This design comes from an exercise in tuning for small area, a short achievable clock period and few clock cycles per item on the open sky130 flow, not from production work. Function was checked by simulation only, so behaviour that the tests miss may differ from the original.

==> inputs of run a <==
## convolution
module convolution (
    input wire clk,
    input wire rst,
    input wire start,
    input wire [647:0] input_matrix,
    output reg [647:0] output_matrix,
    output reg done
);
export LEC_CHECK = 0
export CAP_MARGIN = 20
export CORE_MARGIN = 2
export CORE_UTILIZATION = 50
export PLACE_DENSITY = 0.6
export SLEW_MARGIN = 20
export SYNTH_HIERARCHICAL = 1
export SYNTH_MINIMUM_KEEP_SIZE = 0
create_clock -name core_clock -period 16.0 [get_ports {clk}]
standard.sh (not shown) runs the stock make flow with config.mk's settings and CLKGATE_MAP_FILE= SYNTH_SCRIPT=/design/flow/synth_recipe.tcl, a recipe that flattens the netlist after the stock synthesis.
==> flow/flow/run.sh <==
#!/bin/bash
# Own layout flow: the standard flow (standard.sh, unchanged synthesis), with the
# port buffers that global placement inserts made sky130_fd_sc_hd__buf_1 instead of
# the default pick (a clock delay buffer). Every port still gets its own buffer.
set -euo pipefail
bash standard.sh "BUFFER_PORTS_ARGS=-buffer_cell sky130_fd_sc_hd__buf_1" finish > flow_make.log 2>&1
==> inputs of run b, as changes to run a <==
==> flow/run.sh (new file) <==
#!/bin/bash
# synth_recipe.tcl (not shown) runs the flow's synth.tcl, then flattens the netlist and writes it again
# the make line also repeats each setting of config.mk as NAME=value (left out here)
make -C /OpenROAD-flow-scripts/flow DESIGN_CONFIG=/design/flow/config.mk WORK_HOME=/design/flow/orfs CLKGATE_MAP_FILE= SYNTH_SCRIPT=/design/flow/synth_recipe.tcl finish
removed: flow/flow/run.sh
removed: flow/standard.sh
==> notes <==
In clock skew, run a and run b do not differ. Between run b and run a, the lower setup slack is in run b (gap 480 ps). Between run b and run a, the lower non-clock buffer count is in run b (gap 2). In synthesized cell count, run a and run b do not differ.
==> figures <==
metric	run a	run b
Status	finished clean	finished clean
Routed WL	571000 microns	584000 microns
Worst path arrival time	14270 ps	14720 ps
Met2 usage in global routing	52.8%	54.4%
Register fraction of the total cell area	9.25%	8.91%
DRC marker count from the first detailed-route iteration	5715	5674
Worst-skew pair later-pin latency	850 ps	860 ps
Signal buf overhead	2.66%	6.26%
Aggregate global-route resource usage	30.8%	31.5%
Testbench counts of run a, summed over its fixed seeds: cycles 96, items 96.
Testbench counts of run b, summed over its fixed seeds: cycles 96, items 96.

========
==> inputs of run M <==
convolution, a different RTL version from the one above (not shown whole).
export LEC_CHECK = 0
export CAP_MARGIN = 20
export CORE_MARGIN = 2
export CORE_UTILIZATION = 60
export PLACE_DENSITY = 0.7
export SETUP_SLACK_MARGIN = 3.75
export SLEW_MARGIN = 20
export SYNTH_HIERARCHICAL = 1
export SYNTH_MINIMUM_KEEP_SIZE = 0
create_clock -name core_clock -period 16.0 [get_ports {clk}]
==> flow/flow/run.sh <==
#!/bin/bash
# Own layout flow: the standard flow (standard.sh, unchanged synthesis), with the
# port buffers that global placement inserts made sky130_fd_sc_hd__buf_1 instead of
# the default pick (a clock delay buffer). Every port still gets its own buffer.
set -euo pipefail
bash standard.sh "BUFFER_PORTS_ARGS=-buffer_cell sky130_fd_sc_hd__buf_1" finish > flow_make.log 2>&1
==> inputs of run H, as changes to run M <==
Settings changed: SETUP_SLACK_MARGIN 3.75 to not set.
==> comparison <==
- Run H completed with no timing, DRC or antenna violations. Run M ran to the end with no violations.
- Of run M and run H, run M has the higher hold slack (gap 0.0012 ns).
- Of run H and run M, run M has the higher fmax (gap about 7%, measured against run M).
- Clock skew is the same in run H and run M.
- In synthesized cell count, run M and run H do not differ.
==> figures <==
Run status: run H finished clean; run M finished clean
Number of placed instances, taps included: run H 17100; run M 17100
Worst slew margin relative to its limit: run H 0.264; run M 0.268
Share of cell area taken by multi-input logic gates: run H 0.809; run M 0.797
Routability congestion estimate: run H 1.01; run M 1.06
Final Non-Filler Cells: run H 17400; run M 17800
Fraction of standard cell area that is sequential: run H 0.0967; run M 0.0941
Ratio of layout area to synthesized area: run H 1.076x; run M 1.106x
M2 GR Usage: run H 0.597; run M 0.587
Fmax: run H 0.0763 GHz; run M 0.0823 GHz
Testbench counts of run M, summed over its fixed seeds: cycles 96, items 96.
Testbench counts of run H, summed over its fixed seeds: cycles 96, items 96.

========
==> build 67: inputs <==
Starting RTL as in the previous note.
## convolution
module convolution (
    input wire clk,
    input wire rst,
    input wire start,
    input wire [647:0] input_matrix,
    output reg [647:0] output_matrix,
    output reg done
);
==> flow/config.mk <==
export PLATFORM = sky130hd
export DESIGN_NAME = convolution
export DESIGN_NICKNAME = convolution
export VERILOG_FILES = /design/flow/design.v
export SDC_FILE = /design/flow/constraint.sdc
export NUM_CORES = 4
export LEC_CHECK = 0
export CAP_MARGIN = 20
export CORE_MARGIN = 2
export CORE_UTILIZATION = 60
export PLACE_DENSITY = 0.7
export SETUP_SLACK_MARGIN = 4
export SLEW_MARGIN = 20
export SYNTH_HIERARCHICAL = 1
export SYNTH_MINIMUM_KEEP_SIZE = 0
==> flow/constraint.sdc <==
create_clock -name core_clock -period 16.0 [get_ports {clk}]
set_input_delay 3.2000 -clock core_clock [delete_from_list [all_inputs] [get_ports {clk}]]
set_output_delay 3.2000 -clock core_clock [all_outputs]
set_load 0.01 [all_outputs]
Scripts as last shown in full above: flow/flow/run.sh
==> build 53: changes against build 67 <==
- SETUP_SLACK_MARGIN: 4 -> 3.5
==> notes <==
Between build 67 and build 53, the lower first-iteration DRC count is in build 67 (gap about 5%, measured against build 53). Of build 67 and build 53, build 53 has the higher clock-buffer cell count (gap 6). In die area, build 67 and build 53 do not differ. In synthesized cell count, build 67 and build 53 do not differ. Between build 53 and build 67, the lower wire length is in build 67 (gap about 1%, measured against build 67). In register-to-register slack, build 53 and build 67 hardly differ. Between build 67 and build 53, the lower cell area is in build 53 (gap 4.3%, measured against build 53).
==> figures <==
| quantity | build 67 | build 53 |
|---|---|---|
| Non-clock buffering overhead | 4.97% | 3.13% |
| Met2 usage in global routing | 58.4% | 59.8% |
| Maximum clock rate | 0.0841 GHz | 0.0812 GHz |
| Number of antenna violations at the first check in global routing | 139 | 149 |
| Worst Path Required | 16.60 ns | 16.62 ns |
| Final area over synthesized area | 1.131x | 1.085x |
| Reg clk slew, reported paths | 0.07 ns | 0.06 ns |
| Antenna cells | 106 | 119 |
| Count of cell instances traversed by the critical path | 26 | 28 |
| Clock-cell share of area | 1.49% | 1.52% |
| Outcome | finished clean | finished clean |
| Proportion of cell area occupied by registers | 9.20% | 9.59% |
| Layout net count | 22349 | 21839 |
| Number of DRC markers after the initial detailed-route iteration | 6941 | 7329 |
| Cell Count, Final, Fillers Out | 18016 | 17520 |
| Minimum setup slack after placement | 2.26 ns | 2.15 ns |
| Hpwl dp | 490 mm | 499 mm |
Testbench counts of build 67, summed over its fixed seeds: cycles 96, items 96.
Testbench counts of build 53, summed over its fixed seeds: cycles 96, items 96.

port drivers added, routing unchanged:
The flow's constraints put no driver on any port. The routed layouts listed below were extracted and timed again, unchanged, in two steps.
Step 1 sets driving cells, clkbuf_16 on the clock port and buf_2 on the other inputs (assumed; they add their load-dependent delay and slew).
Step 2 adds t to the input delays and takes it off the output delays; t is the mean of the earliest and latest rising clock arrival at the registers after step 1. Input paths then give back, and output paths get back, about the clock's delay inside the block.
a / b / c = ideal ports / drivers / drivers and shift; a / b = the first two.
run	t (ns)	setup WS [ns]	hold slack, ns	worst register clock-pin slew, ns	worst data-port slew with drivers (ns)
run a	1.004	2.385 / 2.387 / 1.383	0.469 / 0.469 / 0.469	0.08 / 0.08	0.29
run b	0.999	1.903 / 1.994 / 0.995	0.470 / 0.470 / 0.470	0.07 / 0.07	0.30
run M	0.982	3.847 / 3.848 / 2.866	0.467 / 0.467 / 0.467	0.07 / 0.07	0.26
run H	0.965	2.892 / 2.858 / 1.894	0.466 / 0.466 / 0.466	0.07 / 0.07	0.32
build 67	0.963	4.105 / 4.055 / 3.093	0.483 / 0.483 / 0.483	0.07 / 0.07	0.27
build 53	0.966	3.691 / 3.659 / 2.693	0.466 / 0.466 / 0.466	0.07 / 0.07	0.33
After both steps setup and hold are still met in every run listed. The setup slack of build 67, which loses most, moves by -0.050 ns with the drivers and by -1.012 ns with both steps.
